Background: an optimization exercise with open tools, aiming at small area. Do not read the settings as production practice.
RTL that was checked went through simulation tests only; none was proved equivalent to the original.
Power is estimated from default activity; no workload was simulated.

==> run a <==
==> flow/design.v (excerpt) <==
module color_wheel_pwm (
    input               clk,
    input               reset,           
    input               rgb_red,
    input               rgb_green,
    input               rgb_blue,
    output [19:0]       red_high,
    output [19:0]       red_low,
    output [19:0]       green_high,
    output [19:0]       green_low,
    output [19:0]       blue_high,
    output [19:0]       blue_low
);
n4fpga_PWM_detection #(.WIDTH(20)) Red
           (
               .clock_3(clk),
               .Reset(reset),
               .RGBval(rgb_red),
               .high_counter(red_high),
               .low_counter(red_low)
           );
n4fpga_PWM_detection #(.WIDTH(20)) Green
           (
               .clock_3(clk),
               .Reset(reset),
               .RGBval(rgb_green),
               .high_counter(green_high),
               .low_counter(green_low)
           );
n4fpga_PWM_detection #(.WIDTH(20)) Blue
           (
               .clock_3(clk),
               .Reset(reset),
               .RGBval(rgb_blue),
               .high_counter(blue_high),
               .low_counter(blue_low)
           );
endmodule
==> module n4fpga_PWM_detection, before the edit <==
module  n4fpga_PWM_detection #(
	parameter				WIDTH = 20              
	) (
	input 					clock_3,
	input 					RGBval,                  
	input                   Reset,                   
	output reg	[WIDTH-1:0]	high_counter,            
	output reg	[WIDTH-1:0]	low_counter              
	);
	reg			[WIDTH-1:0]	run;                     
	reg			[WIDTH-1:0]	frz;                     
	reg 					lastval;                 
	localparam NG = 2;
	localparam GS = (WIDTH + NG - 1) / NG;           
	wire rise, fall;                                 
	wire lastval_d;
	wire [NG-1:0] ld_h, hd_h, ld_l, hd_l, ld_f, keep_c, keep_f;
	cw_nor2b u_rise (.a(lastval), .bn(RGBval),  .y(rise));    
	cw_nor2b u_fall (.a(RGBval),  .bn(lastval), .y(fall));    
	cw_nor2b u_last (.a(Reset), .bn(RGBval), .y(lastval_d));
	genvar g;
	generate
		for (g = 0; g < NG; g = g + 1) begin : g_ctl
			cw_nor2b u_ldh  (.a(Reset), .bn(rise), .y(ld_h[g]));    
			cw_nor2  u_hdh  (.a(Reset), .b(rise),  .y(hd_h[g]));    
			cw_nor2b u_ldl  (.a(Reset), .bn(fall), .y(ld_l[g]));    
			cw_nor2  u_hdl  (.a(Reset), .b(fall),  .y(hd_l[g]));    
			cw_or2   u_ldf  (.a(ld_h[g]), .b(ld_l[g]), .y(ld_f[g]));  
			cw_nor3  u_kc   (.a(Reset), .b(rise), .c(fall), .y(keep_c[g]));  
			cw_nor3  u_kf   (.a(Reset), .b(rise), .c(fall), .y(keep_f[g]));  
		end
	endgenerate
	wire [WIDTH-1:0] run_d, frz_d, high_d, low_d;
	wire [WIDTH-1:0] carry;                          
	wire [WIDTH-1:0] cnt_x;
	assign carry[1] = run[0];
	cw_nor2b u_b0 (.a(run[0]), .bn(keep_c[0]), .y(run_d[0]));
	genvar i;
	generate
		for (i = 1; i < WIDTH; i = i + 1) begin : g_cnt
			cw_oai21 u_x (.a(run[i]), .b(carry[i]), .c(keep_c[i/GS]), .y(cnt_x[i]));
			cw_aoi21 u_y (.a(run[i]), .b(carry[i]), .c(cnt_x[i]), .y(run_d[i]));
			if (i < WIDTH - 1) begin : g_c
				cw_and2 u_c (.a(carry[i]), .b(run[i]), .y(carry[i+1]));
			end
		end
		for (i = 0; i < WIDTH; i = i + 1) begin : g_hold
			cw_ao22 u_f (.a(ld_f[i/GS]), .b(run[i]), .c(keep_f[i/GS]), .d(frz[i]),          .y(frz_d[i]));
			cw_ao22 u_h (.a(ld_h[i/GS]), .b(frz[i]), .c(hd_h[i/GS]), .d(high_counter[i]), .y(high_d[i]));
			cw_ao22 u_l (.a(ld_l[i/GS]), .b(frz[i]), .c(hd_l[i/GS]), .d(low_counter[i]),  .y(low_d[i]));
		end
	endgenerate
	always @(posedge clock_3) begin
		lastval      <= lastval_d;
		run          <= run_d;
		frz          <= frz_d;
		high_counter <= high_d;
		low_counter  <= low_d;
	end
endmodule
==> module cw_nor2, before the edit <==
module cw_nor2 (input a, input b, output y);
	assign y = ~(a | b);
endmodule
==> module cw_nor2b, before the edit <==
module cw_nor2b (input a, input bn, output y);
	assign y = ~a & bn;
endmodule
==> module cw_nor3, before the edit <==
module cw_nor3 (input a, input b, input c, output y);
	assign y = ~(a | b | c);
endmodule
==> module cw_or2, before the edit <==
module cw_or2 (input a, input b, output y);
	assign y = a | b;
endmodule
==> module cw_and2, before the edit <==
module cw_and2 (input a, input b, output y);
	assign y = a & b;
endmodule
==> module cw_oai21, before the edit <==
module cw_oai21 (input a, input b, input c, output y);
	assign y = ~((a | b) & c);
endmodule
==> module cw_aoi21, before the edit <==
module cw_aoi21 (input a, input b, input c, output y);
	assign y = ~((a & b) | c);
endmodule
==> module cw_ao22, before the edit <==
module cw_ao22 (input a, input b, input c, input d, output y);
	assign y = (a & b) | (c & d);
endmodule
==> flow/config.mk <==
export PLATFORM = sky130hd
export DESIGN_NAME = color_wheel_pwm
export DESIGN_NICKNAME = color_wheel_pwm
export VERILOG_FILES = /design/flow/design.v
export SDC_FILE = /design/flow/constraint.sdc
export NUM_CORES = 4
export LEC_CHECK = 0
export ABC_AREA = 1
export ABC_CLOCK_PERIOD_IN_PS = 6000
export CAP_MARGIN = 5
export CORE_MARGIN = 2
export CORE_UTILIZATION = 40
export CTS_BUF_LIST = sky130_fd_sc_hd__clkbuf_8 sky130_fd_sc_hd__clkbuf_16
export CTS_CLUSTER_DIAMETER = 100
export CTS_CLUSTER_SIZE = 30
export GPL_TIMING_DRIVEN = 0
export SLEW_MARGIN = 5
export SYNTH_HIERARCHICAL = 1
==> flow/constraint.sdc <==
create_clock -name core_clock -period 6.0 [get_ports {clk}]
set_input_delay 1.2000 -clock core_clock [delete_from_list [all_inputs] [get_ports {clk}]]
set_output_delay 1.2000 -clock core_clock [all_outputs]
set_load 0.01 [all_outputs]
standard.sh (not shown) runs the stock make flow with config.mk's settings and CLKGATE_MAP_FILE= SYNTH_SCRIPT=/design/flow/synth_recipe.tcl, a recipe that flattens the netlist after the stock synthesis.
==> flow/flow/run.sh <==
#!/bin/bash
# Layout flow: the standard ORFS flow (standard.sh) with three changes.
#  1. Synthesis maps logic with an area-oriented ABC script (amap) instead of
#     ORFS's delay-oriented one; everything else in synthesis is unchanged
#     (same registers, same names).
#  2. Port buffers use the smallest buffer cell (buf_1).
#  3. CTS uses no dummy loads and larger sink clusters.
# Each make run's full output goes to a log file in the work folder; ORFS
# also keeps its per-step logs under orfs/logs.
set -euo pipefail
W=$PWD

rm -rf "$W/scripts_area"
cp -r "$FLOW_HOME/scripts" "$W/scripts_area"
cp "$W/flow/abc_area.script" "$W/scripts_area/abc_area.script"

bash "$W/standard.sh" SCRIPTS_DIR="$W/scripts_area" synth > "$W/flow_synth.log" 2>&1

bash "$W/standard.sh" \
  BUFFER_PORTS_ARGS="-buffer_cell sky130_fd_sc_hd__buf_1" \
  CTS_ARGS="$(cat "$W/flow/cts_args.txt")" \
  finish > "$W/flow_layout.log" 2>&1
==> flow/flow/abc_area.script <==
strash
dch
amap
topo
==> flow/flow/cts_args.txt <==
-sink_clustering_enable -repair_clock_nets -dont_use_dummy_load -buf_list {sky130_fd_sc_hd__clkbuf_8} -sink_clustering_size 18 -sink_clustering_max_diameter 80
==> run b: changes against run a <==
==> flow/design.v (replaced) <==
`timescale 1ns / 1ps
module  n4fpga_PWM_detection #(
	parameter				WIDTH = 20              
	) (
	input 					clock_3,
	input 					RGBval,                  
	input                   Reset,                   
	output reg	[WIDTH-1:0]	high_counter,            
	output reg	[WIDTH-1:0]	low_counter              
	);
	reg			[WIDTH-1:0]	run;                     
	reg			[WIDTH-1:0]	frz;                     
	reg 					lastval;                 
	wire edge_det = RGBval ^ lastval;
always @(posedge clock_3) begin
	lastval <= RGBval & ~Reset;
	if (Reset | edge_det)
		run <= {WIDTH{1'b0}};
	else
		run <= run + 1'b1;
	if (Reset)
		frz <= {WIDTH{1'b0}};
	else if (edge_det)
		frz <= run;
	if (Reset)
		high_counter <= {WIDTH{1'b0}};
	else if (edge_det & RGBval)
		high_counter <= frz;
	if (Reset)
		low_counter <= {WIDTH{1'b0}};
	else if (edge_det & ~RGBval)
		low_counter <= frz;
end
endmodule
`timescale 1ns / 1ps
module color_wheel_pwm (
    input               clk,
    input               reset,           
    input               rgb_red,
    input               rgb_green,
    input               rgb_blue,
    output [19:0]       red_high,
    output [19:0]       red_low,
    output [19:0]       green_high,
    output [19:0]       green_low,
    output [19:0]       blue_high,
    output [19:0]       blue_low
);
n4fpga_PWM_detection #(.WIDTH(20)) Red
           (
               .clock_3(clk),
               .Reset(reset),
               .RGBval(rgb_red),
               .high_counter(red_high),
               .low_counter(red_low)
           );
n4fpga_PWM_detection #(.WIDTH(20)) Green
           (
               .clock_3(clk),
               .Reset(reset),
               .RGBval(rgb_green),
               .high_counter(green_high),
               .low_counter(green_low)
           );
n4fpga_PWM_detection #(.WIDTH(20)) Blue
           (
               .clock_3(clk),
               .Reset(reset),
               .RGBval(rgb_blue),
               .high_counter(blue_high),
               .low_counter(blue_low)
           );
endmodule
==> flow/run.sh (new file) <==
#!/bin/bash
# synth_recipe.tcl (not shown) runs the flow's synth.tcl, then flattens the netlist and writes it again
# the make line also repeats each setting of config.mk as NAME=value (left out here)
make -C /OpenROAD-flow-scripts/flow DESIGN_CONFIG=/design/flow/config.mk WORK_HOME=/design/flow/orfs CLKGATE_MAP_FILE= SYNTH_SCRIPT=/design/flow/synth_recipe.tcl finish
Settings changed: CAP_MARGIN 5 to 20, CTS_BUF_LIST sky130_fd_sc_hd__clkbuf_8 sky130_fd_sc_hd__clkbuf_16 to sky130_fd_sc_hd__clkbuf_4 sky130_fd_sc_hd__clkbuf_8, CTS_CLUSTER_DIAMETER 100 to default, CTS_CLUSTER_SIZE 30 to default, GPL_TIMING_DRIVEN 0 to default, SLEW_MARGIN 5 to 20, SYNTH_HIERARCHICAL 1 to default.
removed: flow/flow/run.sh
removed: flow/flow/abc_area.script
removed: flow/flow/cts_args.txt
removed: flow/standard.sh
==> run c: changes against run a <==
--- a/flow/design.v
+++ b/flow/design.v
@@ -13,27 +13,19 @@
 	reg 					lastval;                 
-	localparam NG = 2;
-	localparam GS = (WIDTH + NG - 1) / NG;           
-	wire rise, fall;                                 
-	wire lastval_d;
-	wire [NG-1:0] ld_h, hd_h, ld_l, hd_l, ld_f, keep_c, keep_f;
-	cw_nor2b u_rise (.a(lastval), .bn(RGBval),  .y(rise));    
-	cw_nor2b u_fall (.a(RGBval),  .bn(lastval), .y(fall));    
-	cw_nor2b u_last (.a(Reset), .bn(RGBval), .y(lastval_d));
-	genvar g;
-	generate
-		for (g = 0; g < NG; g = g + 1) begin : g_ctl
-			cw_nor2b u_ldh  (.a(Reset), .bn(rise), .y(ld_h[g]));    
-			cw_nor2  u_hdh  (.a(Reset), .b(rise),  .y(hd_h[g]));    
-			cw_nor2b u_ldl  (.a(Reset), .bn(fall), .y(ld_l[g]));    
-			cw_nor2  u_hdl  (.a(Reset), .b(fall),  .y(hd_l[g]));    
-			cw_or2   u_ldf  (.a(ld_h[g]), .b(ld_l[g]), .y(ld_f[g]));  
-			cw_nor3  u_kc   (.a(Reset), .b(rise), .c(fall), .y(keep_c[g]));  
-			cw_nor3  u_kf   (.a(Reset), .b(rise), .c(fall), .y(keep_f[g]));  
-		end
-	endgenerate
+	wire edge_det = RGBval ^ lastval;
+	wire clr      = Reset | edge_det;                
+	wire keep     = ~clr;
+	wire ld_f     = edge_det & ~Reset;               
+	wire hd_f     = ~edge_det & ~Reset;              
+	wire rise     = RGBval & ~lastval;
+	wire fall     = ~RGBval & lastval;
+	wire ld_h     = rise & ~Reset;                   
+	wire hd_h     = ~rise & ~Reset;                  
+	wire ld_l     = fall & ~Reset;                   
+	wire hd_l     = ~fall & ~Reset;                  
 	wire [WIDTH-1:0] run_d, frz_d, high_d, low_d;
-	wire [WIDTH-1:0] carry;                          
+	wire [WIDTH:0]   carry;                          
 	wire [WIDTH-1:0] cnt_x;
+	assign carry[0] = 1'b1;
 	assign carry[1] = run[0];
-	cw_nor2b u_b0 (.a(run[0]), .bn(keep_c[0]), .y(run_d[0]));
+	cw_nor2 u_b0 (.a(clr), .b(run[0]), .y(run_d[0]));
 	genvar i;
@@ -41,3 +33,3 @@
 		for (i = 1; i < WIDTH; i = i + 1) begin : g_cnt
-			cw_oai21 u_x (.a(run[i]), .b(carry[i]), .c(keep_c[i/GS]), .y(cnt_x[i]));
+			cw_oai21 u_x (.a(run[i]), .b(carry[i]), .c(keep), .y(cnt_x[i]));
 			cw_aoi21 u_y (.a(run[i]), .b(carry[i]), .c(cnt_x[i]), .y(run_d[i]));
@@ -48,5 +40,5 @@
 		for (i = 0; i < WIDTH; i = i + 1) begin : g_hold
-			cw_ao22 u_f (.a(ld_f[i/GS]), .b(run[i]), .c(keep_f[i/GS]), .d(frz[i]),          .y(frz_d[i]));
-			cw_ao22 u_h (.a(ld_h[i/GS]), .b(frz[i]), .c(hd_h[i/GS]), .d(high_counter[i]), .y(high_d[i]));
-			cw_ao22 u_l (.a(ld_l[i/GS]), .b(frz[i]), .c(hd_l[i/GS]), .d(low_counter[i]),  .y(low_d[i]));
+			cw_ao22 u_f (.a(ld_f), .b(run[i]), .c(hd_f), .d(frz[i]),          .y(frz_d[i]));
+			cw_ao22 u_h (.a(ld_h), .b(frz[i]), .c(hd_h), .d(high_counter[i]), .y(high_d[i]));
+			cw_ao22 u_l (.a(ld_l), .b(frz[i]), .c(hd_l), .d(low_counter[i]),  .y(low_d[i]));
 		end
@@ -54,3 +46,3 @@
 	always @(posedge clock_3) begin
-		lastval      <= lastval_d;
+		lastval      <= RGBval & ~Reset;
 		run          <= run_d;
@@ -63,11 +55,2 @@
 	assign y = ~(a | b);
-endmodule
-module cw_nor2b (input a, input bn, output y);
-	assign y = ~a & bn;
-endmodule
-module cw_nor3 (input a, input b, input c, output y);
-	assign y = ~(a | b | c);
-endmodule
-module cw_or2 (input a, input b, output y);
-	assign y = a | b;
 endmodule
==> flow/run.sh (new file) <==
#!/bin/bash
# synth_recipe.tcl (not shown) runs the flow's synth.tcl, then flattens the netlist and writes it again
# the make line also repeats each setting of config.mk as NAME=value (left out here)
make -C /OpenROAD-flow-scripts/flow DESIGN_CONFIG=/design/flow/config.mk WORK_HOME=/design/flow/orfs CLKGATE_MAP_FILE= SYNTH_SCRIPT=/design/flow/synth_recipe.tcl finish
Settings changed: CAP_MARGIN 5 to 20, CORE_UTILIZATION 40 to 70, GPL_TIMING_DRIVEN 0 to default, SLEW_MARGIN 5 to 20.
removed: flow/flow/run.sh
removed: flow/flow/abc_area.script
removed: flow/flow/cts_args.txt
removed: flow/standard.sh
==> comparison <==
- Of run b and run c, run b has the higher area after synthesis (gap 6.7%, measured against run c).
- In run b the sequential power is larger than in run a, by about 9%.
- Run c went through all stages and came out clean. Run a ran to the end with no violations. Run b ran to the end with no violations.
- Count of clock-buffer cells in the layout: run c < run a < run b.
- Of run b and run a, run b has the higher die area (gap 17%, measured against run a).
For run b, only the layout was checked, not whether the RTL still works.

what the ideal ports hide:
How much do the figures lean on ideal ports? The routed layouts below were timed once more, with nothing changed but the port constraints. Step 1, drivers: a clkbuf_16 drives clk and a buf_2 each remaining input, both assumed. Step 2 adds t to the input delays and takes it off the output delays; t is the mean of the earliest and latest rising clock arrival at the registers after step 1. Input paths then give back, and output paths get back, about the clock's delay inside the block. Slacks: ideal ports / drivers / drivers and shift; pairs: ideal ports / drivers.
run | t, ns | slack for setup (ns) | worst data-port slew with drivers (ns) | cell pins on the clock port's net
run a | 0.525 | 1.873 / 1.873 / 1.873 | 0.04 | 1
run b | 0.569 | 2.748 / 2.771 / 2.202 | 0.06 | 1
run c | 0.497 | 2.296 / 2.296 / 2.296 | 0.06 | 1
After both steps every run listed still meets setup and hold. For run b, which loses most, drivers alone change the setup slack by +0.023 ns; drivers and shift together by -0.546 ns.
